Context: an optimization exercise on an open-source flow, tuned for small area. The choices shown serve that exercise and are no tape-out recipe. Function was checked by simulation only, so behaviour that the tests miss may differ from the original. Power figures rest on the tool's default switching activity, not on a simulated workload.

[design/flow/config.mk]
export PLATFORM = sky130hd
export DESIGN_NAME = MIPS_top_module
export DESIGN_NICKNAME = MIPS_top_module
export VERILOG_FILES = /design/flow/design.v
export SDC_FILE = /design/flow/constraint.sdc
export NUM_CORES = 4
export LEC_CHECK = 0
export CAP_MARGIN = 10
export CELL_PAD_IN_SITES_DETAIL_PLACEMENT = 1
export CORE_MARGIN = 2
export CORE_UTILIZATION = 50
export GPL_TIMING_DRIVEN = 0
export SLEW_MARGIN = 10
[design/flow/constraint.sdc]
create_clock -name core_clock -period 12.0 [get_ports {clk}]
set_input_delay 2.4000 -clock core_clock [delete_from_list [all_inputs] [get_ports {clk}]]
set_output_delay 2.4000 -clock core_clock [all_outputs]
set_load 0.01 [all_outputs]
[design/flow/design.v]
`timescale 1ns / 1ps
module MIPS_top_module(data_out, data_in, clk, interrupt, reset,
                       pm_addr, pm_data, dm_en, dm_we, dm_addr, dm_wdata, dm_rdata);
output [7:0] data_out;
input  [7:0] data_in;
input clk, interrupt, reset;
output [7:0] pm_addr;
input  [19:0] pm_data;
output dm_en, dm_we;
output [7:0] dm_addr, dm_wdata;
input  [7:0] dm_rdata;
reg  [7:0] addr_hold;      
reg        rst_d;          
reg [4:0] op_dec, ra_dec, rb_dec, rw_dec;
reg ld_r, j_t2, j_t3;
wire stall_pm = ld_r | j_t2 | (op_dec == 5'b10001);
wire [4:0] op   = stall_pm ? op_dec : pm_data[19:15];
wire [7:0] tgt  = stall_pm ? {ra_dec[2:0], rb_dec} : pm_data[7:0];
wire is_hlt = (op == 5'b10001);
wire is_ld  = (op == 5'b10100);
wire is_cj  = (op[4:2] == 3'b111);
wire is_jmp = (op == 5'b11000);
wire is_ret = (op == 5'b10000);
wire ld_out = is_ld & ~ld_r;
wire jump_out = is_cj & ~j_t3;
wire stall = is_hlt | ld_out | jump_out;
reg mem_en_dec, mem_rw_dec;
wire bub = (op_dec == 5'b10100) & ~ld_r;
wire ld_first = (op_dec == 5'b10100) & ld_r;
wire mask = is_jmp | is_cj | ld_r;    
reg [7:0] ans_ex, b_byp, data_out_r, ans_reg, ret_addr;
reg [4:0] rw_ex, rw_dm;
reg mem_en_ex, mem_rw_ex, msel_dm, z4, irq_r;
reg [1:0] flg;             
wire [7:0] mux_ans_dm = msel_dm ? dm_rdata : ans_reg;
wire [7:0] wd0 = reset ? mux_ans_dm : 8'h00;
wire [7:0] wd1 = reset ? mux_ans_dm : 8'hff;
wire [7:0] rf [0:31];
wire [31:0] wsel;
wire [31:0] sela, selb;
genvar g;
generate for (g = 0; g < 32; g = g + 1) begin : rfg
  localparam [7:0] INIT = (g == 5) ? 8'h00 : g;
  assign wsel[g] = ~reset | (rw_dm == g);
  wire [7:0] wd = (wd1 & INIT) | (wd0 & ~INIT);
  reg  [7:0] q;
  always @(posedge clk) if (wsel[g]) q <= wd;
  assign rf[g] = q;
  assign sela[g] = (ra_dec == g);
  assign selb[g] = (rb_dec == g);
end endgenerate
wire c2a = (rw_ex == ra_dec), c3a = (rw_dm == ra_dec);
wire c2b = (rw_ex == rb_dec), c3b = (rw_dm == rb_dec);
wire use_hold = bub & ~z4;
wire imm_sel = ~op_dec[4] & op_dec[3];
wire fbi = imm_sel;
wire fb2 = ~imm_sel & c2b;
wire fb3 = ~imm_sel & ~c2b & c3b;
wire fbr = ~imm_sel & ~c2b & ~c3b;
reg [7:0] rd_a, rd_b;
integer i;
always @(*) begin
  rd_a = 8'h00; rd_b = 8'h00;
  for (i = 0; i < 32; i = i + 1) begin
    rd_a = rd_a | (rf[i] & {8{sela[i]}});
    rd_b = rd_b | (rf[i] & {8{selb[i] & fbr}});
  end
end
wire [7:0] A = c2a ? ans_ex : c3a ? mux_ans_dm : use_hold ? b_byp : rd_a;
wire [7:0] B = rd_b | (ans_ex & {8{fb2}}) | (mux_ans_dm & {8{fb3}}) | ({3'b000, rb_dec} & {8{fbi}});
wire sub = op_dec[0];
wire [7:0] bx = B ^ {8{sub}};
wire [8:0] sum = {1'b0, A} + {1'b0, bx} + {8'b0, sub};
wire [7:0] zc = {A[6:0] | bx[6:0], sub};
wire z_sum = &(~(A ^ bx ^ zc));
wire b_nz = |B;
wire cy = sub ? (sum[8] & b_nz) : sum[8];
wire sh_left = ~op_dec[1];
wire sh_arith = op_dec[0] & op_dec[1];
wire [7:0] a_rev = {A[0], A[1], A[2], A[3], A[4], A[5], A[6], A[7]};
wire [7:0] sh_in = sh_left ? a_rev : A;
wire [15:0] sh_x = {{8{sh_arith & A[7]}}, sh_in} >> B[2:0];
wire [7:0] sh_r = (|B[7:3] & ~sh_arith) ? 8'h00 : sh_x[7:0];
wire [7:0] sh = sh_left ? {sh_r[0], sh_r[1], sh_r[2], sh_r[3], sh_r[4], sh_r[5], sh_r[6], sh_r[7]} : sh_r;
reg [7:0] ans_t;
reg [1:0] kind;    
always @(*) begin
  ans_t = 8'h00; kind = 2'd0;
  casez (op_dec)
    5'b0?000, 5'b0?001: begin ans_t = 8'h00;  kind = 2'd2; end
    5'b0?010: begin ans_t = B;      kind = 2'd1; end
    5'b0?011: begin ans_t = 8'h00;  kind = 2'd0; end
    5'b0?100: begin ans_t = A & B;  kind = 2'd1; end
    5'b0?101: begin ans_t = A | B;  kind = 2'd1; end
    5'b0?110: begin ans_t = A ^ B;  kind = 2'd1; end
    5'b0?111: begin ans_t = ~B;     kind = 2'd1; end
    5'b1000?: begin ans_t = ans_ex; kind = 2'd0; end
    5'b1001?: begin ans_t = 8'h00;  kind = 2'd0; end
    5'b1010?: begin ans_t = A;      kind = 2'd3; end
    5'b10110: begin ans_t = data_in; kind = 2'd1; end
    5'b10111: begin ans_t = ans_ex; kind = 2'd3; end
    5'b11000: begin ans_t = ans_ex; kind = 2'd3; end
    5'b11001, 5'b11010, 5'b11011: begin ans_t = sh; kind = 2'd1; end
    default:  begin ans_t = ans_ex; kind = 2'd3; end    
  endcase
end
wire zf = ~|ans_t;
wire [1:0] flag = (kind == 2'd3) ? flg :
                  (kind == 2'd2) ? {z_sum, cy} :
                  (kind == 2'd1) ? {zf, 1'b0} : 2'b00;
wire cond = op[1] ? flag[1] : flag[0];
wire taken = (is_cj & (cond ^ op[0])) | is_ret | is_jmp | irq_r;
wire [7:0] jmp_loc = is_ret ? ret_addr : irq_r ? 8'hf0 : tgt;
wire [7:0] cur_addr = taken ? jmp_loc : addr_hold + {7'b0, ~stall & ~rst_d};
assign pm_addr = reset ? cur_addr : 8'h00;
always @(posedge clk) begin
  addr_hold <= reset ? cur_addr : 8'h00;
  rst_d     <= ~reset;
  ld_r      <= reset & ld_out;
  j_t2      <= reset & jump_out;
  j_t3      <= j_t2;
  op_dec     <= reset ? op : 5'b0;
  mem_rw_dec <= reset & ~mem_rw_dec & op[0];
  mem_en_dec <= reset & ~mem_en_dec & (op[4:1] == 4'b1010);
  ra_dec     <= (reset & ~ld_r) ? {pm_data[9:8], tgt[7:5]} : 5'b0;
  rb_dec     <= reset ? tgt[4:0] : 5'b0;
  rw_dec     <= (reset & ~mask) ? pm_data[14:10] : 5'b0;
  ans_ex     <= reset ? ((kind == 2'd2) ? sum[7:0] : ans_t) : 8'h00;
  b_byp      <= ld_first ? rd_a : B;
  data_out_r <= reset ? ((op_dec == 5'b10111) ? A : data_out_r) : 8'h00;
  mem_en_ex  <= reset & mem_en_dec;
  mem_rw_ex  <= mem_rw_dec;
  rw_ex      <= reset ? rw_dec : 5'b0;
  flg        <= reset ? flag : 2'b00;
  z4         <= (rw_dm == 5'd0);
  rw_dm      <= rw_ex;
  msel_dm    <= mem_en_ex & ~mem_rw_ex;
  ans_reg    <= ans_ex;
  ret_addr   <= reset ? (interrupt ? cur_addr : ret_addr) : 8'h00;
  irq_r      <= reset & interrupt;
end
assign data_out = data_out_r;
assign dm_en    = mem_en_ex;
assign dm_we    = mem_rw_ex;
assign dm_addr  = ans_ex;
assign dm_wdata = b_byp;
endmodule
[design/flow/flow/run.sh]
#!/bin/bash
set -euo pipefail
HERE=$(pwd)
export MY_ABC_SCRIPT=$HERE/flow/area.abc
sed "s#SYNTH_SCRIPT=[^ ]*#SYNTH_SCRIPT=$HERE/flow/my_synth.tcl#" standard.sh > my_standard.sh
grep -q "SYNTH_SCRIPT=$HERE/flow/my_synth.tcl" my_standard.sh
EXTRA=("BUFFER_PORTS_ARGS=-buffer_cell sky130_fd_sc_hd__buf_1"
       "CTS_ARGS=-sink_clustering_enable -repair_clock_nets -dont_use_dummy_load -sink_clustering_size 8 -sink_clustering_max_diameter 40 -buf_list sky130_fd_sc_hd__clkbuf_4")
bash my_standard.sh "${EXTRA[@]}" ADDER_MAP_FILE= synth > synth.log 2>&1
bash my_standard.sh "${EXTRA[@]}" floorplan > floorplan.log 2>&1
bash my_standard.sh "${EXTRA[@]}" place > place.log 2>&1
bash my_standard.sh "${EXTRA[@]}" cts > cts.log 2>&1
bash my_standard.sh "${EXTRA[@]}" route > route.log 2>&1
bash my_standard.sh "${EXTRA[@]}" finish > finish.log 2>&1
test -s out/final.def
[design/flow/flow/area.abc]
strash
&get -n
&fraig -x
&put
scorr
dc2
dretime
strash
&get -n
&deepsyn -T 30
&dch -f
&nf -R 1000
&put
[design/flow/flow/my_synth.tcl]
# The standard synthesis script (synth_recipe.tcl), with the ABC call
# pointed at an area-oriented script. The flip-flops are mapped before ABC
# runs, so the registers, their names and cell types are unchanged.
proc synth {args} { yosys synth -nofsm -noshare {*}$args }
proc abc {args} {
  set i [lsearch -exact $args -script]
  if { $i >= 0 } { lset args [expr {$i + 1}] $::env(MY_ABC_SCRIPT) }
  yosys abc {*}$args
}
source $::env(SCRIPTS_DIR)/synth.tcl
# left out here: clear keep_hierarchy, flatten, clean up, hide names made inside functions, write 1_2_yosys.v
[design/flow/standard.sh]
#!/bin/bash
# synth_recipe.tcl (not shown) runs the flow's synth.tcl, then flattens the netlist and writes it again
# the make line also repeats each setting of config.mk as NAME=value (left out here)
make -C /OpenROAD-flow-scripts/flow DESIGN_CONFIG=/design/flow/config.mk WORK_HOME=/design/flow/orfs CLKGATE_MAP_FILE= SYNTH_SCRIPT=/design/flow/synth_recipe.tcl "${@:-finish}"
==> impl_metrics.toml, run 1 <==
[run_status]
status = "complete, but fails checks"
so_faults = "capacitance limit, slew limit"

[global_routing]
met1_usage = 0.552
grt_pass1_vias = 14400
top_usage_layer = "met2"
grtUsageTotal = 0.467
grt_overflow = 0
grtUsageMet2 = 0.670
grt_first_pass_wirelength_mm = 106
antenna_found_initial = 5
use_met3 = 0.247
grt_max_degree = 35

[clocking]
cts_sinks = 347
cts_tree = "yes"
holdBufCountCts = 0
cts_made_buffers = 57
clock-root-buffer = "clkbuf_4"
htree_levels = 2
clk_latency_ns = 0.93
path_clk_slew_ns = 0.10
clock_path_buffers = 3

[timing]
fin_tns_setup_ns = 0
rsz0062_at_grt = "false"
finalClockSkew_ns = 0.145
timing.final.crit_share = 0.976
slew_headroom = -0.0692
maxSlewViolCount = 18
finalSetupViolCount = 0
clock.fmax_ghz = 0.0854
hold_violations = 0
worst_pin_slew_ns = 1.60
period_minus_slack_ns = 11.71
setup_ws_ns = 0.287

[worst_setup_path]
slowest_delay_ns = 1.14
rr_worst_depth = 35
crit_path_end = "pm_addr[4]"
crit_fanout = 16
crit_path_start = "rb_dec[3]$_SDFF_PN0_"
crit_path_end_kind = "output pin"
critical_path_arrival_ns = 9.31
r2r-start = "rb_dec[3]$_SDFF_PN0_"
critical_path.startpoint_type = "flip-flop"
path_common_cell = "nor2_1"
critPathSlowestCell = "nor2_1"
reg2reg_slack_ns = 3.51
required_ns = 9.60
crit_type = "reg2out"
r2r-end = "ret_addr[4]$_SDFFE_PN0P_"

[placement]
post-place-ws_ns = 0.0577
place_area_mm2 = 0.0172
gp_congestion = 1.02
portBuffers = 72
dpl.hpwl_mm = 52.8

[synthesis]
yosysTopAreaCellShare = 0.495
syn_area_mm2 = 0.0155
ys_warn_count = 1
yosys.area.top_type = "edfxtp_1"
async_reset_ff_frac = 0
syn_area_per_cell_um2 = 12.0
synth_most_common_cell = "edfxtp_1"
yosys-top-cells-count = "256 x edfxtp_1, 124 x nor2_1, 111 x nand2_1"
ys_seq_area_frac = 0.612
synth_cell_types = 51
ys.flop_type = "edfxtp_1"
synth-edff-count = 256
yosys_register_bits = 347
synthCells = 1296
synth_nets = 1335
synth_area_leaders = "edfxtp_1 49%, dfxtp_1 12%, a222oi_1 6.6%, a22oi_1 3.0%, nor2_1 3.0%"

[routing]
drcViolationCount = 0
via_count = 14900
finalWirelength_mm = 77.2
drt-pass1-iter-count = 13
wl_per_cell_um = 41.0
viasPerCell = 7.90
ant_nets = 0
drtIter0Drc = 3463

[floorplan]
die-width_um = 180
coreArea_mm2 = 0.0306
die_h_um = 180
start_util = 0.508
rows = 64
die_area_mm2 = 0.0325
io_pins = 73

[min_path]
hold_class = "reg2reg"

[cells_and_area]
regMostFlops = "rfg.q"
drive_gt1_frac = 0.141
num-fill-cells = 3227
fin_util = 0.583
nets = 1528
syn2layout_area_growth_pct = 14.8
fin_area_mm2 = 0.0178
largest_reg_flops = 256

[power]
comb_power_share = 0.250
p_sw_mw = 1.12
switching_share = 0.360
clkPwrFrac = 0.203
pwr-share-seq = 0.546
powerDensity_mw_per_mm2 = 175
intPower_mw = 1.99
ir_drop_mv = 0.0908
leakage_nw = 6.18

[flow_run]
maxCapViolations = 3
==> power by group through the flow <==
stage	combinational [mW]	sequential, mW	clock [mW]
2_1_floorplan	0.424	1.65	0
3_3_place_gp	0.665	1.71	0
3_5_place_dp	0.717	1.71	0
4_1_cts	0.734	1.69	0.631
5_1_grt	0.816	1.71	0.676
6_report	0.779	1.70	0.633
==> kinds of logic (layout without fill, tap and decap cells) <==
family | Yosys count | count (layout) | synth area share
mux | 40 | 40 | 0.0268
buf+inv | 31 | 222 | 0.00749
simple gates | 438 | 438 | 0.134
flops | 347 | 347 | 0.612
xor+xnor | 35 | 35 | 0.0197
compound gates | 403 | 403 | 0.199
fa+ha+maj | 2 | 2 | 0.00129
other cells | 0 | 2 | 0
==> routing by layer <==
layer | wire length, µm | part of all wire
met2 | 32100 | 0.42
met5 | 156 | 0.0020
met1 | 25800 | 0.33
met3 | 13000 | 0.17
met4 | 6130 | 0.079
==> cell type report <==
cell class	count	area [µm²]	area share
antenna	2	5.00	0.000281
clock buffer	57	428	0.0240
inverter	31	118	0.00660
multi-input combinational	918	6210	0.349
sequential	347	9520	0.534
tap	396	495	0.0278
timing repair buffer	134	1050	0.0588
==> how the worst min path moves through the flow <==
| stage | depth (start not counted) | from | endpoint |
|---|---|---|---|
| after floorplan | 0 | mem_rw_dec$_DFF_P_ | mem_rw_ex$_DFF_P_ |
| after global placement | 0 | mem_rw_dec$_DFF_P_ | mem_rw_ex$_DFF_P_ |
| after detailed placement | 0 | mem_rw_dec$_DFF_P_ | mem_rw_ex$_DFF_P_ |
| after CTS | 0 | mem_rw_dec$_DFF_P_ | mem_rw_ex$_DFF_P_ |
| after global routing | 0 | mem_rw_dec$_DFF_P_ | mem_rw_ex$_DFF_P_ |
| final | 0 | mem_rw_dec$_DFF_P_ | mem_rw_ex$_DFF_P_ |
==> through the flow <==
step,hold slack (ns),instances,total power [mW]
2_1_floorplan,0.332,1296,2.07
3_3_place_gp,0.342,1764,2.38
3_5_place_dp,0.357,1818,2.43
4_1_cts,0.354,1879,3.05
5_1_grt,0.373,1885,3.20
6_report,0.357,1885,3.11
==> worst max-delay path: cells and delay by family (launching register included) <==
| kind | cells | cell delay, ns |
|---|---|---|
| buffers and inverters | 5 | 0.75 |
| DFF | 1 | 0.85 |
| and+or+nand+nor | 13 | 2.89 |
| AOI/OAI and AO/OA | 13 | 2.58 |
| adders and majority gates | 2 | 0.85 |
| xor gates and xnor gates | 2 | 0.35 |
| muxes | 1 | 0.17 |
==> placed cells by master, fill, tap and decap left out, drive strengths merged, types with 7 or more instances in the layout <==
cell    instances
xor2           15
nor3           40
a21oi          47
nand3          36
buf           134
mux2i          27
nand2b         14
nand4          32
mux2           13
o21ai          73
a22o           26
nor2          124
o211ai          8
a221oi         26
a211oi          7
a222oi        103
a22oi          63
clkinv         31
o221ai          7
xnor2          20
nor2b          13
or3            13
dfxtp          91
and2           24
o21a            8
or4             7
nand2         111
and3            7
clkbuf         57
edfxtp        256
==> what timing repair did <==
item / in CTS / in global routing
resized for setup: 0 / 12
setup buffers: 4 / 0
endpoints found under the setup margin: 8 / 8
pin swaps: 1 / 0
==> run 2, diff against run 1 <==
--- a/design/flow/config.mk
+++ b/design/flow/config.mk
@@ -5,9 +5,9 @@
 export SDC_FILE = /design/flow/constraint.sdc
 export NUM_CORES = 4
 export LEC_CHECK = 0
-export CAP_MARGIN = 10
+export CAP_MARGIN = 20
 export CELL_PAD_IN_SITES_DETAIL_PLACEMENT = 1
 export CORE_MARGIN = 2
 export CORE_UTILIZATION = 50
 export GPL_TIMING_DRIVEN = 0
-export SLEW_MARGIN = 10
+export SLEW_MARGIN = 20
==> run 2 against run 1 <==
Now clean on timing, DRC and antenna. Critical path type unchanged. Synthesized cell count fell by 1.0%. First-iteration DRC count rose by 2.3%. Largest cell class unchanged. Die area fell by 0.38%.
==> impl_metrics.toml, run 2 <==
[power]
powerDensity_mw_per_mm2 = 172
leakage_nw = 6.06
pwr-share-seq = 0.554
switching_share = 0.352
intPower_mw = 1.97
comb_power_share = 0.244
p_sw_mw = 1.07
ir_drop_mv = 0.0957
clkPwrFrac = 0.202

[global_routing]
grt_overflow = 0
antenna_found_initial = 3
grtUsageTotal = 0.455
grt_max_degree = 33
grt_pass1_vias = 14300
grt_first_pass_wirelength_mm = 104

[worst_setup_path]
required_ns = 9.60
path_common_cell = "a21oi_1"
crit_path_end = "pm_addr[4]"
slowest_delay_ns = 0.85
crit_fanout = 14
crit_path_end_kind = "output pin"
cp.depth = 31
reg2reg_slack_ns = 3.54
r2r-start = "rb_dec[3]$_SDFF_PN0_"
crit_path_start = "rb_dec[3]$_SDFF_PN0_"
critical_path.startpoint_type = "flip-flop"
rr_worst_depth = 30
path_buf_inv = 3
path_delay_family = "compound AO/OA/AOI/OAI gates"
critical_path_arrival_ns = 9.25
critPathSlowestCell = "nor2_2"
r2r-end = "ret_addr[7]$_SDFFE_PN0P_"
crit_type = "reg2out"

[floorplan]
die-width_um = 180
die_h_um = 180
die_area_mm2 = 0.0324
io_pins = 73
coreArea_mm2 = 0.0305
rows = 64
start_util = 0.507

[synthesis]
synth_nets = 1322
yosys_register_bits = 347
synthCells = 1283
syn_area_mm2 = 0.0155
synth_most_common_cell = "edfxtp_1"
async_reset_ff_frac = 0
ys_seq_area_frac = 0.615
yosys.area.top_type = "edfxtp_1"
yosysTopAreaCellShare = 0.497
yosys-top-cells-count = "256 x edfxtp_1, 148 x nor2_1, 109 x a222oi_1"
synth_cell_types = 48
synth_area_leaders = "edfxtp_1 50%, dfxtp_1 12%, a222oi_1 7.1%, nor2_1 3.6%, a22oi_1 2.6%"
ys_warn_count = 1
ys.flop_type = "edfxtp_1"
synth-edff-count = 256
syn_area_per_cell_um2 = 12.1

[cells_and_area]
layout_common_cells = "256 x edfxtp_1, 109 x a222oi_1, 94 x nor2_1, 93 x nand2_1, 90 x dfxtp_1"
largest_reg_flops = 256
syn2layout_area_growth_pct = 14.3
drive_gt1_frac = 0.147
final_common_cell = "edfxtp_1"
fin_cells = 1861
regMostFlops = "rfg.q"
nets = 1504

[clocking]
clk_latency_ns = 0.80
clock-root-buffer = "clkbuf_4"
holdBufCountCts = 0
htree_levels = 2
cts_made_buffers = 57
cts_resized = 0
clock_path_buffers = 3
cts_sinks = 347
cts_setup_buffers = 0
path_clk_slew_ns = 0.08
cts_tree = "yes"

[min_path]
hold_class = "reg2reg"
holdPathStages = 0

[timing]
timing.final.crit_share = 0.971
slew_headroom = 0.174
finalSetupViolCount = 0
finalClockSkew_ns = 0.113
worst_pin_slew_ns = 1.24
hold_violations = 0
maxSlewViolCount = 0
clock.fmax_ghz = 0.0858
setup_ws_ns = 0.348
fin_tns_setup_ns = 0
period_minus_slack_ns = 11.65

[routing]
viasPerCell = 7.96
drcViolationCount = 0
finalWirelength_mm = 75.2
drt-pass1-iter-count = 13
wl_per_cell_um = 40.4
via_count = 14800
drtIter0Drc = 3541
ant_nets = 0

[placement]
portBuffers = 72
post-place-ws_ns = 1.00
dpl.hpwl_mm = 51.8
placedCellCount = 1800
gp_congestion = 1.02

[run_status]
status = "no timing/DRC/antenna violations"

[flow_run]
maxCapViolations = 0
-- run 2: kinds of logic after synthesis --
logic type      Yosys count  synth area share
fa+ha+maj                 1          0.000647
mux                      39            0.0264
buf+inv                  25           0.00607
simple gates            453             0.141
compound gates          385             0.192
flops                   347             0.615
xor+xnor                 33            0.0187
-- run 2: layer usage --
metal	wire, µm	track usage	part of all wire
met5	40	0.0178	0.00053
met4	7020	0.314	0.093
met3	12800	0.224	0.17
met2	30200	0.637	0.40
met1	25200	0.548	0.34
-- run 2: cell type report --
type	count	area (µm²)
Antenna cell	2	5.00
Clock buffer	57	428
Sequential cell	347	9510
Fill cell	3170	12800
Timing Repair Buffer	123	917
Inverter	25	93.8
Tap cell	396	495
Multi-Input combinational cell	911	6230
-- run 2: metrics by stage --
stage	hold slack [ns]	cell area [µm²]	util	total power, mW
after floorplan	0.331	15500	-	2.03
after global placement	0.340	16200	0.532	2.33
after detailed placement	0.340	17200	0.564	2.39
after CTS	0.362	17600	0.578	2.98
after global routing	0.368	17700	0.580	3.12
final	0.361	17700	0.580	3.03
-- run 2: worst min path at each step --
stage	startpoint	to	slack, ns
6_report	mem_rw_dec$_DFF_P_	mem_rw_ex$_DFF_P_	0.36
5_1_grt	mem_rw_dec$_DFF_P_	mem_rw_ex$_DFF_P_	0.37
4_1_cts	mem_rw_dec$_DFF_P_	mem_rw_ex$_DFF_P_	0.36
3_5_place_dp	mem_rw_dec$_DFF_P_	mem_rw_ex$_DFF_P_	0.34
3_3_place_gp	mem_rw_dec$_DFF_P_	mem_rw_ex$_DFF_P_	0.34
2_1_floorplan	mem_rw_dec$_DFF_P_	mem_rw_ex$_DFF_P_	0.33
-- run 2: power groups by stage --
stage          combinational [mW]  sequential [mW]  clock, mW
2_1_floorplan               0.404             1.63          0
3_3_place_gp                0.636             1.69          0
3_5_place_dp                0.698             1.69          0
4_1_cts                     0.699             1.67      0.613
5_1_grt                     0.772             1.69      0.655
6_report                    0.741             1.68      0.613
==> run 3, diff against run 2 <==
--- a/design/flow/config.mk
+++ b/design/flow/config.mk
@@ -8,6 +8,6 @@
 export CAP_MARGIN = 20
 export CELL_PAD_IN_SITES_DETAIL_PLACEMENT = 1
 export CORE_MARGIN = 2
-export CORE_UTILIZATION = 50
+export CORE_UTILIZATION = 45
 export GPL_TIMING_DRIVEN = 0
 export SLEW_MARGIN = 20
==> run 3 against run 2 <==
Critical endpoint unchanged. Routed wire length fell by 1.2%. First-iteration DRC count fell by 22%. Highest routed layer unchanged. Still clean on timing, DRC and antenna. Synthesized cell count rose by 1.0%.
==> impl_metrics.toml, run 3 <==
[run_status]
status = "no timing/DRC/antenna violations"

[clocking]
cts_made_buffers = 56
clock-root-buffer = "clkbuf_4"
cts_tree = "yes"
clock_path_buffers = 3
holdBufCountCts = 0
cts_sinks = 347
path_clk_slew_ns = 0.09
clk_latency_ns = 0.89
htree_levels = 2

[routing]
drcViolationCount = 0
drtIter0Drc = 2750
ant_nets = 0
drt-pass1-iter-count = 11
wl_per_cell_um = 38.3
via_count = 14500
viasPerCell = 7.49
finalWirelength_mm = 74.3

[floorplan]
rows = 68
coreArea_mm2 = 0.0343
die_h_um = 190
start_util = 0.453
die_area_mm2 = 0.0360
io_pins = 73
die-width_um = 190

[cells_and_area]
syn2layout_area_growth_pct = 14.6
final_common_cell = "edfxtp_1"
largest_reg_flops = 256
seqCellArea_mm2 = 0.00951
layout_common_cells = "256 x edfxtp_1, 111 x nand2_1, 103 x a222oi_1, 89 x dfxtp_1, 84 x nor2_1"
num-fill-cells = 3601
fin_cells = 1940
multi_input_area_mm2 = 0.00624
drive_gt1_frac = 0.143
regMostFlops = "rfg.q"
fin_util = 0.519
nets = 1523

[worst_setup_path]
crit_fanout = 13
critical_path_arrival_ns = 9.02
crit_type = "reg2out"
slowest_delay_ns = 1.01
critical_path.startpoint_type = "flip-flop"
required_ns = 9.60
critPathSlowestCell = "nor2_1"
rr_worst_depth = 31
crit_path_end_kind = "output pin"
path_common_cell = "nor2_1"

[synthesis]
synthAdderAreaFrac = 0.00129
synth_area_leaders = "edfxtp_1 49%, dfxtp_1 12%, a222oi_1 6.6%, a22oi_1 3.0%, nor2_1 3.0%"
async_reset_ff_frac = 0
yosys.area.top_type = "edfxtp_1"
synth_compound_area_frac = 0.199
syn_area_mm2 = 0.0155
yosys_register_bits = 347
synth_nets = 1335
ys_seq_area_frac = 0.612
synth_top_family_by_area = "compound AO/OA/AOI/OAI gates"
synth-simple-area-share = 0.134
ys.flop_type = "edfxtp_1"
synth-edff-count = 256
yosys-top-cells-count = "256 x edfxtp_1, 124 x nor2_1, 111 x nand2_1"
synth_xor_area_frac = 0.0197
syn_area_per_cell_um2 = 12.0
yosysTopAreaCellShare = 0.495
synth_most_common_cell = "edfxtp_1"
synthMuxAreaShare = 0.0268
ys_warn_count = 1
synthCells = 1296
synth_cell_types = 51

[timing]
whs_ns = 0.360
setup_ws_ns = 0.583
finalSetupViolCount = 0
rsz0062_at_grt = "false"
timing.final.crit_share = 0.951
finalClockSkew_ns = 0.166
period_minus_slack_ns = 11.42
worst_pin_slew_ns = 1.32
hold_violations = 0
slew_headroom = 0.117
clock.fmax_ghz = 0.0876
maxSlewViolCount = 0

[global_routing]
grtUsageTotal = 0.413
grt_first_pass_wirelength_mm = 103
grt_overflow = 0
grt_max_degree = 33
grt_pass1_vias = 14100
antenna_found_initial = 3

[min_path]
holdPathStages = 0
hold_class = "reg2reg"

[placement]
gp_congestion = 1.05
dpl.hpwl_mm = 52.5
placedCellCount = 1877
portBuffers = 72
post-place-ws_ns = -0.0442

[power]
ir_drop_mv = 0.0815
leakage_nw = 6.12
powerDensity_mw_per_mm2 = 173

[flow_run]
maxCapViolations = 0
-- run 3: changes by cell type in the layout (fill, tap and decap cells not counted), sizes merged, moves of 6 or more --
cell | previous run | this run
nor2 | 148 | 124
buf | 122 | 130
o21a | 2 | 8
a221oi | 37 | 26
nand2 | 93 | 111
and2 | 30 | 24
a222oi | 109 | 103
or3 | 19 | 13
a22oi | 54 | 63
clkinv | 25 | 31
nor3 | 22 | 40
-- run 3: worst max-delay path, delay by kind of cell (launching register included) --
family                   cells  cell delay (ns)
AO/OA/AOI/OAI               11             2.21
XOR/XNOR                     2             0.36
adder cells (fa/ha/maj)      2             0.87
buffers and inverters        2             0.36
flip-flops                   1             0.75
multiplexers                 1             0.16
AND/OR/NAND/NOR             14             3.51
-- run 3: where the power goes --
group | total [mW] | internal (mW) | switching, mW
Clock | 0.616 | 0.212 | 0.404
Sequential | 1.70 | 1.53 | 0.168
Combinational | 0.765 | 0.237 | 0.527
Total | 3.08 | 1.98 | 1.10
-- run 3: repair_timing --
item                                    in CTS  in global routing
pin swaps                                    1                  0
setup buffers                                3                  0
endpoints found under the setup margin       8                  8
gates resized for setup                      0                  7
-- run 3: through the flow --
step	TNS [ns]	area (µm²)	total power, mW
6_report	0	17800	3.08
4_1_cts	0	17700	3.04
3_3_place_gp	-4.67	16400	2.38
5_1_grt	0	17800	3.17
2_1_floorplan	0	15500	2.07
3_5_place_dp	-0.0442	17300	2.43
-- run 3: cells by family (layout without fill, tap and decap cells) --
logic type	after synthesis	count (layout)
AND/OR/NAND/NOR	438	438
AO/OA/AOI/OAI	403	403
flip-flops	347	347
multiplexers	40	40
XOR/XNOR	35	35
buffers and inverters	31	217
adder cells (fa/ha/maj)	2	2
other	0	3
-- run 3: cell type report --
class                           instances  area share
Clock buffer                           56      0.0236
Antenna cell                            3    0.000422
Multi-Input combinational cell        918       0.351
Timing Repair Buffer                  130      0.0523
Inverter                               31     0.00661
Sequential cell                       347       0.534
Tap cell                              455      0.0320
-- run 3: per-layer routing --
layer / vias to the layer above / routed length [µm] / GRT usage
met5: - / 104 / 0.0110
li1: 5710 / - / -
met3: 417 / 10800 / 0.156
met1: 6980 / 25200 / 0.490
met4: 4 / 6830 / 0.301
met2: 1412 / 31400 / 0.613
-- run 3: path summary, 6_finish.rpt --
check,start,end,slack [ns]
worst max-delay path,ra_dec[0]$_SDFF_PN0_,pm_addr[4],0.58
worst min-delay path,mem_rw_dec$_DFF_P_,mem_rw_ex$_DFF_P_,0.36
worst max register to register,ra_dec[0]$_SDFF_PN0_,ret_addr[4]$_SDFFE_PN0P_,3.70
worst min register to register,mem_rw_dec$_DFF_P_,mem_rw_ex$_DFF_P_,0.36
==> run 4, diff against run 3 <==
--- a/design/flow/flow/run.sh
+++ b/design/flow/flow/run.sh
@@ -1,4 +1,12 @@
 #!/bin/bash
+# Layout flow: the standard ORFS flow (standard.sh) with these changes:
+#  - the standard synthesis leaves adders to ABC (no full/half-adder cells),
+#    and its ABC step uses an area-oriented script (flow/area.abc); the
+#    flip-flops are mapped before ABC runs, so the registers, their names and
+#    their cell types are those of the standard synthesis;
+#  - every input and output port still gets a buffer, but a buf_1;
+#  - CTS uses clkbuf_4 buffers, clusters of at most 8 sinks within 40 um,
+#    and adds no dummy loads;
 set -euo pipefail
 HERE=$(pwd)
 export MY_ABC_SCRIPT=$HERE/flow/area.abc
--- a/design/flow/config.mk
+++ b/design/flow/config.mk
@@ -8,6 +8,7 @@
 export CAP_MARGIN = 20
 export CELL_PAD_IN_SITES_DETAIL_PLACEMENT = 1
 export CORE_MARGIN = 2
-export CORE_UTILIZATION = 45
+export CORE_UTILIZATION = 50
 export GPL_TIMING_DRIVEN = 0
+export SETUP_SLACK_MARGIN = 0.2
 export SLEW_MARGIN = 20
==> run 4 against run 3 <==
Still clean. Synthesized cell count shrank 1.0%. Synthesized area decreased by 0.39%. Combinational power decreased by 3%. Sequential share of layout area is 0.18 points higher. Clock-buffer cell count up 1. Non-clock buffer count decreased by 6. First-iteration DRC count is 25% higher. Global-route usage increased by 4.2 points. Clock power is essentially flat. Flip-flop and latch count unchanged. Clock skew decreased by 0.041 ns. Power down 1.4%. Critical path type unchanged.
==> impl_metrics.toml, run 4 <==
[global_routing]
grt_first_pass_wirelength_mm = 104
grt_max_degree = 33
antenna_found_initial = 3
grtUsageTotal = 0.455
grt_pass1_vias = 14300
grt_overflow = 0

[synthesis]
yosys-top-cells-count = "256 x edfxtp_1, 148 x nor2_1, 109 x a222oi_1"
synthCells = 1283
synth_most_common_cell = "edfxtp_1"
ys_warn_count = 1
yosys_register_bits = 347
yosysTopAreaCellShare = 0.497
synth-edff-count = 256
yosys.area.top_type = "edfxtp_1"
async_reset_ff_frac = 0
synth_area_leaders = "edfxtp_1 50%, dfxtp_1 12%, a222oi_1 7.1%, nor2_1 3.6%, a22oi_1 2.6%"
ys_seq_area_frac = 0.615
synth_cell_types = 48
syn_area_per_cell_um2 = 12.1
synth_nets = 1322
ys.flop_type = "edfxtp_1"
syn_area_mm2 = 0.0155

[routing]
via_count = 14800
drt-pass1-iter-count = 14
drcViolationCount = 0
wl_per_cell_um = 40.5
drtIter0Drc = 3433
ant_nets = 0
viasPerCell = 7.92
finalWirelength_mm = 75.4

[placement]
post-place-ws_ns = 1.00
portBuffers = 72
dpl.hpwl_mm = 51.8
placedCellCount = 1800
gp_congestion = 1.02

[timing]
setup_ws_ns = 0.456
rsz0062_at_grt = "false"
whs_ns = 0.361
finalSetupViolCount = 0
slew_headroom = 0.192
fin_tns_setup_ns = 0
hold_violations = 0
period_minus_slack_ns = 11.54
timing.final.crit_share = 0.962
maxSlewViolCount = 0
clock.fmax_ghz = 0.0866
worst_pin_slew_ns = 1.21
finalClockSkew_ns = 0.125

[cells_and_area]
num-fill-cells = 3170
regMostFlops = "rfg.q"
largest_reg_flops = 256
syn2layout_area_growth_pct = 14.7
final_common_cell = "edfxtp_1"
layout_common_cells = "256 x edfxtp_1, 109 x a222oi_1, 94 x nor2_1, 93 x nand2_1, 88 x dfxtp_1"
fin_cells = 1863
nets = 1505
drive_gt1_frac = 0.149

[worst_setup_path]
critPathSlowestCell = "nor3_2"
required_ns = 9.60
crit_path_start = "rb_dec[3]$_SDFF_PN0_"
path_buf_inv = 4
crit_type = "reg2out"
critical_path_arrival_ns = 9.14
r2r-start = "rb_dec[3]$_SDFF_PN0_"
path_common_cell = "a21oi_1"
slowest_delay_ns = 0.94
path_delay_family = "compound AO/OA/AOI/OAI gates"
critical_path.startpoint_type = "flip-flop"
crit_fanout = 15
crit_path_end_kind = "output pin"

[floorplan]
rows = 64
io_pins = 73
die_h_um = 180
coreArea_mm2 = 0.0305
die_area_mm2 = 0.0324
die-width_um = 180
start_util = 0.507

[clocking]
clk_latency_ns = 0.81
cts_tree = "yes"
clock_path_buffers = 3
htree_levels = 2
cts_sinks = 347
clock-root-buffer = "clkbuf_4"
path_clk_slew_ns = 0.08
cts_made_buffers = 57

[run_status]
status = "no timing/DRC/antenna violations"

[power]
powerDensity_mw_per_mm2 = 171
ir_drop_mv = 0.0962
leakage_nw = 6.07
totalPowerFinal_mw = 3.04

[flow_run]
maxCapViolations = 0

[min_path]
hold_class = "reg2reg"
hold_start = "mem_rw_dec$_DFF_P_"
==> run 4: area by class of cell <==
class                           count  area (µm²)  share of cell area
Sequential cell                   347        9510               0.536
Antenna cell                        3        7.51            0.000423
Tap cell                          396         495              0.0279
Multi-Input combinational cell    911        6280               0.354
Inverter                           25        93.8             0.00529
Clock buffer                       57         428              0.0241
Timing Repair Buffer              124         925              0.0521
==> run 4: per-stage QoR <==
stage	instance area, µm²	util
2_1_floorplan	15500	-
5_1_grt	17700	0.581
3_3_place_gp	16200	0.532
4_1_cts	17600	0.578
6_report	17700	0.582
3_5_place_dp	17200	0.564
==> run 4: timing repair <==
| action | in CTS | in global routing |
|---|---|---|
| setup endpoints to repair | 0 | 8 |
| hold buffers | 0 | 0 |
| setup buffers | 0 | 1 |
| gates resized for setup | 0 | 21 |
==> run 4: cell families after synthesis <==
logic type	synth area share
adders and majority gates	0.000647
xor gates and xnor gates	0.0187
and+or+nand+nor	0.141
DFF	0.615
buffers and inverters	0.00607
AOI/OAI and AO/OA	0.192
muxes	0.0264
==> run 4: report_power, final <==
part | switching, mW | internal [mW] | leakage [nW] | total [mW]
logic | 0.517 | 0.229 | 2.46 | 0.745
registers | 0.158 | 1.52 | 3.35 | 1.68
clock network | 0.398 | 0.215 | 0.262 | 0.613
==> run 4: routing by layer <==
| layer | share of wire | GRT usage | up-vias | routed length, µm |
|---|---|---|---|---|
| met1 | 0.33 | 0.548 | 7087 | 25200 |
| met5 | 0.0016 | 0.0178 | - | 123 |
| met3 | 0.17 | 0.224 | 483 | 12900 |
| li1 | - | - | 5656 | - |
| met2 | 0.40 | 0.637 | 1529 | 30300 |
| met4 | 0.092 | 0.314 | 8 | 6960 |
==> run 4: worst reg2reg max path: cells and delay by family (launching register included) <==
| kind | cells | cell delay [ns] |
|---|---|---|
| compound gates | 15 | 3.47 |
| xor+xnor | 1 | 0.35 |
| fa+ha+maj | 1 | 0.23 |
| flops | 1 | 0.77 |
| buf+inv | 3 | 0.77 |
| simple gates | 10 | 2.62 |
==> run 4: path summary, 6_finish.rpt <==
| check | cells after the start | end | slack (ns) |
|---|---|---|---|
| worst max register to register | 30 | ret_addr[7]$_SDFFE_PN0P_ | 3.65 |
| worst min register to register | 0 | mem_rw_ex$_DFF_P_ | 0.36 |
| worst min-delay path | 0 | mem_rw_ex$_DFF_P_ | 0.36 |
| worst max-delay path | 31 | pm_addr[4] | 0.46 |

==> afterwards: timing with drivers on the ports <==
Ports are ideal in the flow. The routed layouts listed here were re-timed in OpenROAD.
Step 1, drivers: a clkbuf_16 drives clk and a buf_2 each remaining input, both assumed.
Step 2 moves the port delays by t, midway between the first and last clock arrival at a register: inputs arrive t later, outputs are due t later. That takes back most of the time a late clock gives input paths.
a / b / c = ideal ports / drivers / drivers and shift; a / b = the first two.
| run | shift t [ns] | slack for setup (ns) | cell pins on the clock port's net |
|---|---|---|---|
| run 1 | 0.903 | 0.287 / 0.236 / 0.701 | 1 |
| run 2 | 0.795 | 0.348 / 0.296 / 0.901 | 1 |
| run 3 | 0.859 | 0.583 / 0.535 / 0.932 | 1 |
| run 4 | 0.803 | 0.456 / 0.404 / 0.904 | 1 |
